This is an optimization exercise on Yosys and OpenROAD, whose aim is small area, not a production implementation.
Where RTL was checked, it was by simulation tests only, not by an equivalence proof against the original.
The RTL of run 2 was laid out without a check of its function.
No run shown here takes its clock network from TritonCTS; it comes from the design's own scripts or RTL.
The flow treats the clock pin as an ideal source. Dropping or thinning the clock tree relies on that and would not hold on a real chip.
Power and IR drop assume default switching activity.

===== flow/config.mk =====
export PLATFORM = sky130hd
export DESIGN_NAME = top_module_UART
export DESIGN_NICKNAME = top_module_UART
export VERILOG_FILES = /design/flow/design.v
export SDC_FILE = /design/flow/constraint.sdc
export NUM_CORES = 4
export LEC_CHECK = 0
export CAP_MARGIN = 20
export CORE_MARGIN = 2
export CORE_UTILIZATION = 70
export PLACE_DENSITY = 0.75
export SLEW_MARGIN = 20

===== flow/constraint.sdc =====
create_clock -name core_clock -period 20.0 [get_ports {clk_10MHz}]
set_input_delay 4.0000 -clock core_clock [delete_from_list [all_inputs] [get_ports {clk_10MHz}]]
set_output_delay 4.0000 -clock core_clock [all_outputs]
set_load 0.01 [all_outputs]

===== flow/design.v =====
package pkg_UART;    
    typedef struct packed {
        logic [29 : 0]  zero;
        logic           new_rx;
        logic           send;
    } control_UART_r;
    typedef struct packed {
        logic [23 : 0]  zero;
        logic [7  : 0]  data;
    } data_UART_r;
endpackage
module top_module_UART (
    input  logic        clk_10MHz,
    input  logic        rst,
    input  logic        wr_pi,
    input  logic        reg_sel_pi,
    input  logic        addr_pi,
    input  logic [31:0] input_pi,
    output logic [31:0] output_po,
    input  logic        rx,
    output logic        tx
);
    logic [31:0] nctrl;
    logic [7:0]  ndr0, ndr1;
    logic        ctrl0;
    localparam int TXT = 1041;   
    localparam int RXT = 65;     
    localparam logic [10:0] T_TERM = 11'b00000000101;   
    localparam logic [6:0]  R_TERM = 7'b0001110;        
    localparam logic [10:0] T_POL  = 11'b01010101010;
    localparam logic [6:0]  R_POL  = 7'b0101010;
    logic [10:0] tq;     
    logic [6:0]  rq;
    logic [10:0] ts_l;
    logic [6:0]  rs_l;
    logic        ttick, rtick;
    assign ts_l  = tq ^ T_POL;
    assign rs_l  = rq ^ R_POL;
    assign ttick = (ts_l == T_TERM);
    assign rtick = (rs_l == R_TERM);
    logic tload, rload;
    assign tload = ~rst | ttick;
    assign rload = ~rst | rtick;
    always_ff @(posedge clk_10MHz) begin
        for (int i = 1; i < 10; i++) tq[i] <= (tload | ts_l[i-1]) ^ T_POL[i];
        tq[10] <= rst & (ttick | ts_l[9]);
        tq[0]  <= (tload | (ts_l[10] ^ ts_l[8])) ^ T_POL[0];
    end
    always_ff @(posedge clk_10MHz) begin
        for (int i = 1; i < 6; i++) rq[i] <= (rload | rs_l[i-1]) ^ R_POL[i];
        rq[6] <= rst & (rtick | rs_l[5]);
        rq[0] <= (rload | (rs_l[6] ^ rs_l[5])) ^ R_POL[0];
    end
    logic [4:0] ts;
    logic [7:0] ntbuf;   
    logic       sclr;
    assign sclr = (ts[4:3] == 2'b00) & ~ts_l[1];
    always_ff @(posedge clk_10MHz) begin
        if (!rst) ts <= 5'b01000;
        else if (ts[4]) begin
            if (ttick) ts <= ts + 5'd1;
        end else if (!ts[3]) begin
            if (sclr) ts <= 5'b01000;
        end else if (ttick && ts[2:0] == 3'b110) begin
            ts <= 5'b10110;
        end else begin
            ts[2] <= ts[2] | ttick;
            ts[1] <= ts[1] | ts[0];
            ts[0] <= ~ts[1] & (ts[0] | ctrl0);
        end
    end
    always_ff @(posedge clk_10MHz) begin
        if (ts[4:3] == 2'b01 && ts[1:0] == 2'b01) ntbuf <= ndr0;
    end
    always_comb begin
        if (ts[4:3] == 2'b11) tx = ~ntbuf[ts[2:0]];
        else                  tx = (ts != 5'b10111);
    end
    localparam logic [1:0] R_IDLE = 2'd0, R_START = 2'd1, R_DATA = 2'd2, R_STOP = 2'd3;
    logic [1:0] rst_s;
    logic [3:0] dur;
    logic [7:0] nrsh;    
    logic       bend, ld1, rxset;
    assign bend  = rtick & (dur == 4'd15);
    assign ld1   = (rst_s == R_IDLE) & (dur == 4'd1);
    assign rxset = (rst_s == R_IDLE) & (dur == 4'd2);
    always_ff @(posedge clk_10MHz) begin
        if (!rst) rst_s <= R_IDLE;
        else case (rst_s)
            R_IDLE:  if (rtick && !rx) rst_s <= R_START;
            R_START: if (rtick && rx) rst_s <= R_IDLE;
                     else if (bend) rst_s <= R_DATA;
            R_DATA:  if (bend && !nrsh[0]) rst_s <= R_STOP;
            default: if (bend) rst_s <= R_IDLE;
        endcase
    end
    always_ff @(posedge clk_10MHz) begin
        if (!rst || (rst_s == R_START && rtick && rx)) dur <= 4'd8;
        else if (rst_s == R_IDLE ? dur != 4'd8 : rtick) dur <= dur + 4'd1;
    end
    always_ff @(posedge clk_10MHz) begin
        if (rst_s == R_START && bend)     nrsh <= 8'h7f;
        else if (rst_s == R_DATA && bend) nrsh <= {~rx, nrsh[7:1]};
    end
    logic        gc, hc, g0, h0, g1, h1;
    assign ctrl0 = ~nctrl[0];
    assign gc = rst & wr_pi & ~reg_sel_pi;
    assign hc = rst & ~(wr_pi & ~reg_sel_pi);
    assign g0 = rst & wr_pi & reg_sel_pi;
    assign h0 = rst & ~(wr_pi & reg_sel_pi);
    assign g1 = rst & ld1;
    assign h1 = rst & ~ld1;
    always_ff @(posedge clk_10MHz) begin
        nctrl[31:2] <= ~((gc ? input_pi[31:2] : 30'd0) | (hc ? ~nctrl[31:2] : 30'd0));
        ndr0 <= ~((g0 ? input_pi[7:0] : 8'd0) | (h0 ? ~ndr0 : 8'd0));
        ndr1 <= ~((g1 ? ~nrsh : 8'd0) | (h1 ? ~ndr1 : 8'd0));
    end
    always_ff @(posedge clk_10MHz) begin
        if (!rst) nctrl[1:0] <= 2'b11;
        else if (wr_pi && !reg_sel_pi) nctrl[1:0] <= ~input_pi[1:0];
        else if (sclr) nctrl[0] <= 1'b1;
        else if (rxset) nctrl[1] <= 1'b0;
    end
    logic sc, s0, s1;
    assign sc = ~reg_sel_pi;
    assign s0 = reg_sel_pi & ~addr_pi;
    assign s1 = reg_sel_pi & addr_pi;
    assign output_po[31:8] = ~(nctrl[31:8] | {24{reg_sel_pi}});
    assign output_po[7:0]  = ~(({8{sc}} & nctrl[7:0]) | ({8{s0}} & ndr0) | ({8{s1}} & ndr1));
endmodule

===== flow/flow/run.sh =====
#!/bin/bash
# The standard ORFS layout with three changes: the technology mapping of the
# combinational logic is chosen for area by flow/abc_pick.tcl (several ABC
# scripts, flow/abc/*.abc, are tried and the smallest mapping is kept; the
# rest of the synthesis, flip-flop mapping included, is synth_recipe.tcl
# unchanged, except that adders are not mapped to adder cells first), the
# port buffers are buf_1, and the clock tree is built by flow/cts_pre.tcl: a
# few clock buffers, each driving a group of neighbouring flip-flops.
set -euo pipefail
HERE=$(pwd)
{
  head -n 1 synth_recipe.tcl
  echo "source $HERE/flow/abc_pick.tcl"
  tail -n +2 synth_recipe.tcl
} > flow_synth.tcl
export BUFFER_PORTS_ARGS="-buffer_cell sky130_fd_sc_hd__buf_1"
export PRE_CTS_TCL=$HERE/flow/cts_pre.tcl
bash standard.sh SYNTH_SCRIPT=$HERE/flow_synth.tcl ADDER_MAP_FILE= finish > standard_make.log 2>&1

===== flow/flow/abc/a0.abc =====
strash
dch -f
amap -F 1000 -A 1000
strash
dch -f
amap -F 1000 -A 1000
strash
dch -f
amap -F 1000 -A 1000
strash
dch -f
amap -F 1000 -A 1000

===== flow/flow/abc/ds0.abc =====
strash
&get -n
&deepsyn -T 30 -S 0
&put
strash
dch -f
amap -F 1000 -A 1000
strash
dch -f
amap -F 1000 -A 1000
strash
dch -f
amap -F 1000 -A 1000
strash
dch -f
amap -F 1000 -A 1000

===== flow/flow/abc/ds1.abc =====
strash
&get -n
&deepsyn -T 30 -S 1
&put
strash
dch -f
amap -F 1000 -A 1000
strash
dch -f
amap -F 1000 -A 1000
strash
dch -f
amap -F 1000 -A 1000
strash
dch -f
amap -F 1000 -A 1000

===== flow/flow/abc/ds10.abc =====
strash
&get -n
&deepsyn -T 30 -S 10
&put
strash
dch -f
amap -F 1000 -A 1000
strash
dch -f
amap -F 1000 -A 1000
strash
dch -f
amap -F 1000 -A 1000
strash
dch -f
amap -F 1000 -A 1000

===== flow/flow/abc/ds2.abc =====
strash
&get -n
&deepsyn -T 30 -S 2
&put
strash
dch -f
amap -F 1000 -A 1000
strash
dch -f
amap -F 1000 -A 1000
strash
dch -f
amap -F 1000 -A 1000
strash
dch -f
amap -F 1000 -A 1000

===== flow/flow/abc/ds3.abc =====
strash
&get -n
&deepsyn -T 30 -S 3
&put
strash
dch -f
amap -F 1000 -A 1000
strash
dch -f
amap -F 1000 -A 1000
strash
dch -f
amap -F 1000 -A 1000
strash
dch -f
amap -F 1000 -A 1000

===== flow/flow/abc/ds4.abc =====
strash
&get -n
&deepsyn -T 30 -S 4
&put
strash
dch -f
amap -F 1000 -A 1000
strash
dch -f
amap -F 1000 -A 1000
strash
dch -f
amap -F 1000 -A 1000
strash
dch -f
amap -F 1000 -A 1000

===== flow/flow/abc/ds5.abc =====
strash
&get -n
&deepsyn -T 30 -S 5
&put
strash
dch -f
amap -F 1000 -A 1000
strash
dch -f
amap -F 1000 -A 1000
strash
dch -f
amap -F 1000 -A 1000
strash
dch -f
amap -F 1000 -A 1000

===== flow/flow/abc/ds6.abc =====
strash
&get -n
&deepsyn -T 30 -S 6
&put
strash
dch -f
amap -F 1000 -A 1000
strash
dch -f
amap -F 1000 -A 1000
strash
dch -f
amap -F 1000 -A 1000
strash
dch -f
amap -F 1000 -A 1000

===== flow/flow/abc/ds7.abc =====
strash
&get -n
&deepsyn -T 30 -S 7
&put
strash
dch -f
amap -F 1000 -A 1000
strash
dch -f
amap -F 1000 -A 1000
strash
dch -f
amap -F 1000 -A 1000
strash
dch -f
amap -F 1000 -A 1000

===== flow/flow/abc/ds8.abc =====
strash
&get -n
&deepsyn -T 30 -S 8
&put
strash
dch -f
amap -F 1000 -A 1000
strash
dch -f
amap -F 1000 -A 1000
strash
dch -f
amap -F 1000 -A 1000
strash
dch -f
amap -F 1000 -A 1000

===== flow/flow/abc/ds9.abc =====
strash
&get -n
&deepsyn -T 30 -S 9
&put
strash
dch -f
amap -F 1000 -A 1000
strash
dch -f
amap -F 1000 -A 1000
strash
dch -f
amap -F 1000 -A 1000
strash
dch -f
amap -F 1000 -A 1000

===== flow/flow/abc/dt0.abc =====
strash
&get -n
&deepsyn -T 60 -S 0
&put
strash
dch -f
amap -F 1000 -A 1000
strash
dch -f
amap -F 1000 -A 1000
strash
dch -f
amap -F 1000 -A 1000
strash
dch -f
amap -F 1000 -A 1000

===== flow/flow/abc/dt1.abc =====
strash
&get -n
&deepsyn -T 60 -S 1
&put
strash
dch -f
amap -F 1000 -A 1000
strash
dch -f
amap -F 1000 -A 1000
strash
dch -f
amap -F 1000 -A 1000
strash
dch -f
amap -F 1000 -A 1000

===== flow/flow/abc_pick.tcl =====
# Technology mapping of the combinational logic for area: ABC is run with
# each of the scripts below (flow/abc/*.abc: AIG optimisation with
# different random seeds, then repeated area-oriented mapping) and the
# mapping with the smallest cell area is kept. Everything else in the
# synthesis is synth_recipe.tcl (ORFS's synthesis) unchanged.
set ::abc_pick_dir [file normalize [file join [file dirname [info script]] abc]]

proc abc { args } {
  set i [lsearch -exact $args -script]
  set libs {}
  foreach j [lsearch -all -exact $args -liberty] {
    lappend libs -liberty [lindex $args [expr { $j + 1 }]]
  }
  set scripts [lsort [glob -directory $::abc_pick_dir *.abc]]
  yosys design -save abc_pick_before
  set best_area ""
  set best_script ""
  foreach s $scripts {
    yosys design -load abc_pick_before
    set a $args
    lset a [expr { $i + 1 }] $s
    yosys abc {*}$a
    set rpt [tee -q -s result.string stat {*}$libs]
    if { ![regexp {Chip area for (?:top )?module[^:]*:\s*([0-9.]+)} $rpt -> area] } {
      error "abc_pick: no area for $s"
    }
    puts "abc_pick: $s area $area"
    if { $best_area eq "" || $area < $best_area } {
      set best_area $area
      set best_script $s
      yosys design -save abc_pick_best
    }
  }
  puts "abc_pick: kept $best_script area $best_area"
  yosys design -load abc_pick_best
}

===== flow/flow/cts_pre.tcl =====
# Replaces clock_tree_synthesis: the clock sinks are split into groups of
# neighbouring flip-flops, each driven by one clock buffer placed at the
# group's centre; a root buffer drives the group buffers.
proc clock_tree_synthesis { args } {
  set leaf_cell sky130_fd_sc_hd__clkbuf_16
  set root_cell sky130_fd_sc_hd__clkbuf_4
  set max_group 31
  set block [ord::get_db_block]
  set clk_port [lindex [get_property [lindex [all_clocks] 0] sources] 0]
  set clk_name [get_full_name $clk_port]
  set net [$block findNet $clk_name]
  set dbu [$block getDbUnitsPerMicron]
  set sinks {}
  foreach it [$net getITerms] {
    if { ![$it isInputSignal] } { continue }
    lassign [$it getAvgXY] ok x y
    if { !$ok } {
      set inst [$it getInst]
      set bb [$inst getBBox]
      set x [expr { ([$bb xMin] + [$bb xMax]) / 2 }]
      set y [expr { ([$bb yMin] + [$bb yMax]) / 2 }]
    }
    lappend sinks [list [expr { double($x) / $dbu }] [expr { double($y) / $dbu }] \
      "[[$it getInst] getName]/[[$it getMTerm] getName]"]
  }
  set n [llength $sinks]
  set groups [expr { ($n + $max_group - 1) / $max_group }]
  set rows [expr { max(1, int(round(sqrt($groups)))) }]
  puts "clock sinks: $n, groups: $groups in $rows rows"
  set by_y [lsort -real -index 1 $sinks]
  set leaf_pins {}
  set k 0
  set a 0
  for { set r 0 } { $r < $rows } { incr r } {
    # groups in this row, and the sinks they take
    set cols [expr { ($r + 1) * $groups / $rows - $r * $groups / $rows }]
    set b [expr { $a + ($cols * $n + $groups - 1) / $groups - 1 }]
    if { $r == $rows - 1 } { set b [expr { $n - 1 }] }
    set row [lsort -real -index 0 [lrange $by_y $a $b]]
    set a [expr { $b + 1 }]
    set m [llength $row]
    for { set c 0 } { $c < $cols } { incr c } {
      set g [lrange $row [expr { $c * $m / $cols }] [expr { ($c + 1) * $m / $cols - 1 }]]
      if { [llength $g] == 0 } { continue }
      set sx 0.0
      set sy 0.0
      set pins {}
      foreach s $g {
        lassign $s x y p
        set sx [expr { $sx + $x }]
        set sy [expr { $sy + $y }]
        lappend pins [get_pins $p]
      }
      set cx [expr { $sx / [llength $g] }]
      set cy [expr { $sy / [llength $g] }]
      set buf [insert_buffer -buffer_cell $leaf_cell -net $clk_name -load_pins $pins \
        -location [list $cx $cy] -buffer_name clkbuf_leaf_$k -net_name clknet_leaf_$k]
      set bname [get_full_name $buf]
      lappend leaf_pins [get_pins $bname/A]
      [$block findNet [get_full_name [get_nets -of_objects [get_pins $bname/X]]]] setSigType CLOCK
      incr k
    }
  }
  if { [llength $leaf_pins] > 4 } {
    set sx 0.0; set sy 0.0
    foreach s $sinks { set sx [expr { $sx + [lindex $s 0] }]; set sy [expr { $sy + [lindex $s 1] }] }
    set buf [insert_buffer -buffer_cell $root_cell -net $clk_name -load_pins $leaf_pins \
      -location [list [expr { $sx / $n }] [expr { $sy / $n }]] \
      -buffer_name clkbuf_root -net_name clknet_root]
    set bname [get_full_name $buf]
    [$block findNet [get_full_name [get_nets -of_objects [get_pins $bname/X]]]] setSigType CLOCK
  }
  $net setSigType CLOCK
  set_propagated_clock [all_clocks]
}

===== flow/standard.sh =====
#!/bin/bash
# synth_recipe.tcl (not shown) runs the flow's synth.tcl, then flattens the netlist and writes it again
# the make line also repeats each setting of config.mk as NAME=value (left out here)
make -C /OpenROAD-flow-scripts/flow DESIGN_CONFIG=/design/flow/config.mk WORK_HOME=/design/flow/orfs CLKGATE_MAP_FILE= SYNTH_SCRIPT=/design/flow/synth_recipe.tcl "${@:-finish}"

==> results of run 1 <==
==> power groups by stage <==
stage | logic [mW] | registers [mW] | clock network [mW]
detailed placement | 0.0251 | 0.204 | 0
global route | 0.0289 | 0.201 | 0.0787
global placement | 0.0240 | 0.204 | 0
CTS | 0.0253 | 0.200 | 0.0725
finish | 0.0257 | 0.200 | 0.0719
floorplan | 0.0147 | 0.203 | 0
==> layer usage <==
metal	vias to the layer above	global-route usage	share of wire
li1	1394	-	-
met1	1233	0.373	0.44
met2	102	0.471	0.49
met3	7	0.0267	0.058
met4	0	0.0252	0.012
met5	-	0	0
==> cells by family (layout without fill, tap and decap cells) <==
family | after synthesis | in the layout | synth area share
DFF | 93 | 93 | 0.607
AOI/OAI and AO/OA | 94 | 94 | 0.186
and+or+nand+nor | 137 | 137 | 0.177
buffers and inverters | 26 | 104 | 0.0305
==> synth_stat cells, drive strengths merged, types with 8 or more instances <==
cell / n
a21oi: 50
a222oi: 9
clkinv: 26
dfxtp: 85
edfxtp: 8
nand2: 15
nand3: 8
nor2: 93
nor3: 11
o21ai: 9
o22a: 13
==> stage by stage <==
stage	std cells	util	setup slack, ns	power [mW]
detailed placement	476	0.812	10.41	0.229
CTS	479	0.829	10.39	0.298
floorplan	350	-	11.24	0.218
global placement	476	0.812	10.49	0.228
global route	480	0.833	10.24	0.309
finish	480	0.833	10.37	0.298
==> sequential cells by signal, summed over array words and instances, names as in the netlist <==
name and cells:
nctrl 32, tq 11, ndr0 8, ndr1 8
nrsh 8, ntbuf 8, rq 7, ts 5
dur 4, rst_s 2
==> path summary, 6_finish.rpt <==
path,from,to,slack (ns),depth (start not counted)
worst max-delay path,reg_sel_pi,output_po[0],10.37,6
worst min-delay path,rq[3],rq[4],0.40,1
worst max register to register,rq[5],nrsh[1],17.39,13
worst min register to register,rq[3],rq[4],0.40,1
==> layout make-up, clock buffers not listed <==
type                    instances  area share
well taps                      52      0.0178
inverters                      26      0.0267
flip-flops and latches         93       0.532
repair buffers                 75      0.0843
multi-input cells             231       0.319
==> critical path, stage by stage <==
cell,delay [ns]
buf_1,0.07
buf_4,0.27
clkinv_1,0.34
nor2_1,0.54
a222oi_1,0.24
buf_1,0.17
==> qor.txt, run 1 <==
Status: finished clean
Yosys top cell area share: 0.532
Commonest non-fill, non-tap cells in the layout: nor2_1 (92), dfxtp_1 (85), buf_1 (70)
Post-detail-place hpwl: 4.73 mm
Layout cells sized above 1: 0.0210
Total net switching power: 0.0646 mW
First DRT Iteration DRCs: 322
Initial core utilization: 0.730
Post-CTS Setup Repair Bufs: 0
Clock latency (worst-skew pair): 0.17 ns
Critical Path RT: 16.00 ns
Antenna Nets Post-Route: 0
Largest net degree at the start of global routing: 32
P&R area growth vs syn: 14.1%
NumNets Final: 468
Ant. Diodes: 0
Register area share after synthesis: 0.607
Worst-path clk slew: 0.11 ns
Static Leakage: 1.27 nW
Synth warn: 1
Cts hold-fix bufs: 0
Power Density: 81.5 nW/um2
Port buffer count: 70
Total wire length: 6.71 mm
Switch share: 0.217
Final Hold Fails: 0
Post-DR vias/cell: 5.70
# setup viols final: 0
Worst setup EP type: primary output
Relative max-transition margin: 0.416
Clk network pwr share: 0.242
Cell variety after synth: 23
Register area: 1940 um2
Ys flop type: dfxtp_1
Vias: 2,736
Die width: 71.6 um
Filler Cell Count: 285
First-pass iteration count of the detailed router: 7
Cell-internal power: 0.233 mW
DP Area: 3560 um2
RSZ-0062 raised after global routing: no
Antenna violations before repair: 0
Multi-input logic area: 1160 um2
# DRC: 0
Post-synthesis register bit count: 93
DR WL/cell: 14.0 um
Cells after synthesis: 350
Fin crit share: 0.482
Worst VDD drop: 0.0700 mV
Worst Path Max Fanout: 25
EDFF count, synth: 8
Combinational share of power: 0.086
Final GP Congestion: 0.910
Tot GR Track Use: 0.267
Io pins: 71
Commonest non-fill, non-tap cell in the layout: nor2_1
Min Tclk post-route: 9.63 ns
Element type at the critical path start: input pin
MaxCap Viol Count: 0
Fmax: 104 MHz
Setup TNS: 0 ns
Die area: 5130 um2
Fin. max-slew vios: 0
Mapped cell area: 3200 um2
Setup Crit Path Kind: in2out
HP Class: reg2reg
Grt ovf: 0
Ys async rst share: 0
Yosys top cell by area: dfxtp_1
Mapped Nets: 388
Worst Tran Pin Value: 0.869 ns
FP Rows: 24
Syn_area_per_cell: 9.14 um2
CTS-repair resized insts: 0
Post-route clock skew: 0.00289 ns
Share of power burned in registers: 0.672
Die H: 71.6 um
Post-route cell area: 3650 um2
Core outline area: 4380 um2
Worst Hold Margin: 0.395 ns
Critical path data arrival time: 5.63 ns
First-pass GRT wire length: 11.3 mm
Vias in the first global route: 2,550
Top cells by area, synth: dfxtp_1 (53%), nor2_1 (11%), a21oi_1 (7.8%)
==> run 2, diff against run 1 <==
--- a/flow/design.v
+++ b/flow/design.v
@@ -20,9 +20,6 @@
     input  logic        rx,
     output logic        tx
 );
-    logic [31:0] nctrl;
-    logic [7:0]  ndr0, ndr1;
-    logic        ctrl0;
     localparam int TXT = 1041;   
     localparam int RXT = 65;     
     localparam logic [10:0] T_TERM = 11'b00000000101;   
@@ -52,7 +49,7 @@
         rq[0] <= (rload | (rs_l[6] ^ rs_l[5])) ^ R_POL[0];
     end
     logic [4:0] ts;
-    logic [7:0] ntbuf;   
+    logic [7:0] tbuf;
     logic       sclr;
     assign sclr = (ts[4:3] == 2'b00) & ~ts_l[1];
     always_ff @(posedge clk_10MHz) begin
@@ -70,40 +67,46 @@
         end
     end
     always_ff @(posedge clk_10MHz) begin
-        if (ts[4:3] == 2'b01 && ts[1:0] == 2'b01) ntbuf <= ndr0;
+        if (ts[4:3] == 2'b01 && ts[1:0] == 2'b01) tbuf <= dr0;
     end
     always_comb begin
-        if (ts[4:3] == 2'b11) tx = ~ntbuf[ts[2:0]];
+        if (ts[4:3] == 2'b11) tx = tbuf[ts[2:0]];
         else                  tx = (ts != 5'b10111);
     end
-    localparam logic [1:0] R_IDLE = 2'd0, R_START = 2'd1, R_DATA = 2'd2, R_STOP = 2'd3;
-    logic [1:0] rst_s;
+    localparam logic [2:0] R_IDLE = 3'd0, R_START = 3'd1, R_DATA = 3'd2,
+                           R_STOP = 3'd3, R_DONE = 3'd4;
+    logic [2:0] rst_s;
     logic [3:0] dur;
-    logic [7:0] nrsh;    
+    logic [7:0] rsh;
     logic       bend, ld1, rxset;
     assign bend  = rtick & (dur == 4'd15);
-    assign ld1   = (rst_s == R_IDLE) & (dur == 4'd1);
-    assign rxset = (rst_s == R_IDLE) & (dur == 4'd2);
+    assign ld1   = (rst_s == R_DONE) & rs_l[1] & ~rs_l[0];
+    assign rxset = (rst_s == R_DONE) & ~rs_l[1];
     always_ff @(posedge clk_10MHz) begin
         if (!rst) rst_s <= R_IDLE;
         else case (rst_s)
             R_IDLE:  if (rtick && !rx) rst_s <= R_START;
             R_START: if (rtick && rx) rst_s <= R_IDLE;
                      else if (bend) rst_s <= R_DATA;
-            R_DATA:  if (bend && !nrsh[0]) rst_s <= R_STOP;
-            default: if (bend) rst_s <= R_IDLE;
+            R_DATA:  if (bend && rsh[0]) rst_s <= R_STOP;
+            R_STOP:  if (bend) rst_s <= R_DONE;
+            default: if (~rs_l[1]) rst_s <= R_IDLE;
         endcase
     end
     always_ff @(posedge clk_10MHz) begin
-        if (!rst || (rst_s == R_START && rtick && rx)) dur <= 4'd8;
-        else if (rst_s == R_IDLE ? dur != 4'd8 : rtick) dur <= dur + 4'd1;
+        if (rst_s == R_IDLE) dur <= 4'd8;
+        else if (rtick)      dur <= dur + 4'd1;
     end
     always_ff @(posedge clk_10MHz) begin
-        if (rst_s == R_START && bend)     nrsh <= 8'h7f;
-        else if (rst_s == R_DATA && bend) nrsh <= {~rx, nrsh[7:1]};
+        if (rst_s == R_START && bend)     rsh <= 8'h80;
+        else if (rst_s == R_DATA && bend) rsh <= {rx, rsh[7:1]};
     end
+    logic [31:0] nctrl;
+    logic [7:0]  ndr0, ndr1, dr0;
+    logic        ctrl0;
     logic        gc, hc, g0, h0, g1, h1;
     assign ctrl0 = ~nctrl[0];
+    assign dr0   = ~ndr0;
     assign gc = rst & wr_pi & ~reg_sel_pi;
     assign hc = rst & ~(wr_pi & ~reg_sel_pi);
     assign g0 = rst & wr_pi & reg_sel_pi;
@@ -113,7 +116,7 @@
     always_ff @(posedge clk_10MHz) begin
         nctrl[31:2] <= ~((gc ? input_pi[31:2] : 30'd0) | (hc ? ~nctrl[31:2] : 30'd0));
         ndr0 <= ~((g0 ? input_pi[7:0] : 8'd0) | (h0 ? ~ndr0 : 8'd0));
-        ndr1 <= ~((g1 ? ~nrsh : 8'd0) | (h1 ? ~ndr1 : 8'd0));
+        ndr1 <= ~((g1 ? rsh : 8'd0) | (h1 ? ~ndr1 : 8'd0));
     end
     always_ff @(posedge clk_10MHz) begin
         if (!rst) nctrl[1:0] <= 2'b11;
removed: flow/flow/abc/ds10.abc
removed: flow/flow/abc/ds6.abc
removed: flow/flow/abc/ds7.abc
removed: flow/flow/abc/ds8.abc
removed: flow/flow/abc/ds9.abc
removed: flow/flow/abc/dt0.abc
removed: flow/flow/abc/dt1.abc
==> qor.txt, run 2 <==
Die width: 72.4 um
Post-DR vias/cell: 5.82
EDFF count, synth: 8
Cell variety after synth: 29
Critical path data arrival time: 5.57 ns
Total net switching power: 0.0661 mW
Commonest non-fill, non-tap cells in the layout: nor2_1 (86), dfxtp_1 (86), buf_1 (70)
Ys async rst share: 0
Final GP Congestion: 0.844
First DRT Iteration DRCs: 208
Post-route clock skew: 0.00670 ns
Antenna Nets Post-Route: 0
Status: finished clean
Initial core utilization: 0.737
Clock latency (worst-skew pair): 0.15 ns
Total wire length: 7.06 mm
Cells after synthesis: 361
FF-to-FF setup slack: 17.38 ns
Fin crit share: 0.478
RSZ-0062 raised after global routing: no
Post-CTS Setup Repair Bufs: 0
Combinational share of power: 0.082
WHS Endpoint: rq[4]
# DRC: 0
Largest net degree at the start of global routing: 33
Die area: 5240 um2
Vias: 2,852
Setup TNS: 0 ns
NumNets Final: 478
Worst-path clk slew: 0.09 ns
Ant. Diodes: 0
Switch share: 0.214
Cell-internal power: 0.243 mW
Ys flop type: dfxtp_1
Yosys top cell by area: dfxtp_1
First-pass GRT wire length: 11.4 mm
Hold depth: 1
DR WL/cell: 14.4 um
Final Hold Fails: 0
HP Start: rq[3]
Synth cell count leaders: nor2_1 (87), dfxtp_1 (86), a21oi_1 (51), clkinv_1 (37), nand2_1 (12)
Fmax: 105 MHz
Min Tclk post-route: 9.57 ns
Cts hold-fix bufs: 0
Grt ovf: 0
Register area share after synthesis: 0.599
Worst Tran Pin Value: 0.952 ns
Mapped Nets: 399
Share of power burned in registers: 0.652
Power Density: 82.6 nW/um2
Tot GR Track Use: 0.262
Biggest regs: nctrl (32), tq (11)
Most frequent cell after synthesis: nor2_1
MaxCap Viol Count: 0
Final core occ: 0.842
Number of flip-flops in the largest register: 32
Worst Path Max Fanout: 25
First-pass iteration count of the detailed router: 6
Synth warn: 1
Worst r2r src: rq[1]
Worst VDD drop: 0.0733 mV
# setup viols final: 0
Antenna violations before repair: 0
Filler Cell Count: 284
Worst setup EP type: primary output
Top cells by area, synth: dfxtp_1 (53%), nor2_1 (10%), a21oi_1 (7.8%)
Setup Crit Path Kind: in2out
Relative max-transition margin: 0.359
CTS-repair resized insts: 0
Largest Register: nctrl
P&R area growth vs syn: 14.2%
Reg2Reg Depth: 12
Yosys top cell area share: 0.526
FP Rows: 24
Fin. max-slew vios: 0
Die H: 72.4 um
Port buffer count: 70
Post-detail-place hpwl: 5.02 mm
Syn_area_per_cell: 9.07 um2
HP Class: reg2reg
Clk network pwr share: 0.266
Layout cells sized above 1: 0.0205
Overall Power: 0.309 mW
Mapped cell area: 3280 um2
Critical Path RT: 16.00 ns
Core outline area: 4440 um2
Crit Reg-Reg Endpoint: rsh[4]
Post-synthesis register bit count: 94
Element type at the critical path start: input pin
Io pins: 71
Vias in the first global route: 2,583
Static Leakage: 1.35 nW
==> run 2: how the worst max path moves through the flow <==
stage,startpoint,to,slack (ns),cells past startpoint
global placement,reg_sel_pi,output_po[1],10.54,6
detailed placement,reg_sel_pi,output_po[1],10.48,6
finish,reg_sel_pi,output_po[3],10.43,6
CTS,reg_sel_pi,output_po[1],10.49,6
floorplan,reg_sel_pi,output_po[1],11.23,3
global route,reg_sel_pi,output_po[6],10.27,6
==> run 2: critical path: stages <==
cell	delay, ns
buf_1	0.07
buf_4	0.26
clkinv_1	0.32
nor2_1	0.50
a222oi_1	0.24
buf_1	0.17
==> run 2: layer usage <==
metal / GRT usage / part of all wire
met5: 0 / 0
met4: 0.0391 / 0.0061
met3: 0.0194 / 0.045
met2: 0.488 / 0.52
met1: 0.342 / 0.43
==> run 2: cell type report, clock buffers not listed <==
cell class	count	area, um2	area share
flip-flops and latches	94	1960	0.524
multi-input cells	230	1180	0.316
repair buffers	73	293	0.0783
inverters	37	139	0.0371
well taps	52	65.1	0.0174
==> run 2: kinds of logic (layout without fill, tap and decap cells) <==
kind of cell,Yosys count,in the layout,synth area share
DFF,94,94,0.599
buffers and inverters,37,114,0.0424
and+or+nand+nor,134,134,0.174
AOI/OAI and AO/OA,96,96,0.185
==> run 2: power by group through the flow <==
stage          sequential, mW  combinational [mW]  clock [mW]
3_5_place_dp            0.206              0.0246           0
5_1_grt                 0.202              0.0283      0.0880
4_1_cts                 0.201              0.0248      0.0819
2_1_floorplan           0.205              0.0145           0
3_3_place_gp            0.205              0.0236           0
6_report                0.201              0.0254      0.0823
==> run 2: through the flow <==
step / worst slack (ns) / hold slack (ns) / instance area (um2) / cells
3_5_place_dp: 10.48 / 0.381 / 3620 / 485
5_1_grt: 10.27 / 0.418 / 3740 / 490
6_report: 10.43 / 0.398 / 3740 / 490
2_1_floorplan: 11.23 / 0.366 / 3280 / 361
3_3_place_gp: 10.54 / 0.374 / 3620 / 485
4_1_cts: 10.49 / 0.400 / 3720 / 489

==> port drivers added, routing unchanged <==
No port has a modelled driver above. Below, the same layouts with a new extraction and two added sets of constraints.
Step 1 assumes that a clkbuf_16 drives the clock port and a buf_2 every other input.
Step 2 also shifts input and output timing later by t, the mid clock arrival at the registers, as if the neighbouring blocks saw the same clock.
a / b / c = no drivers / after step 1 / after step 2; a / b = the first two.
run | t, ns | setup slack, ns | worst register clock-pin slew, ns | worst data-port slew with drivers (ns) | cell pins on the clock port's net
run 1 | 0.227 | 10.366 / 10.343 / 10.343 | 0.11 / 0.11 | 0.04 | 3
run 2 | 0.225 | 10.433 / 10.406 / 10.406 | 0.09 / 0.09 | 0.05 | 4
After both steps setup and hold are still met in every run listed. For run 2, which loses most, drivers alone change the setup slack by -0.027 ns; drivers and shift together by -0.027 ns.
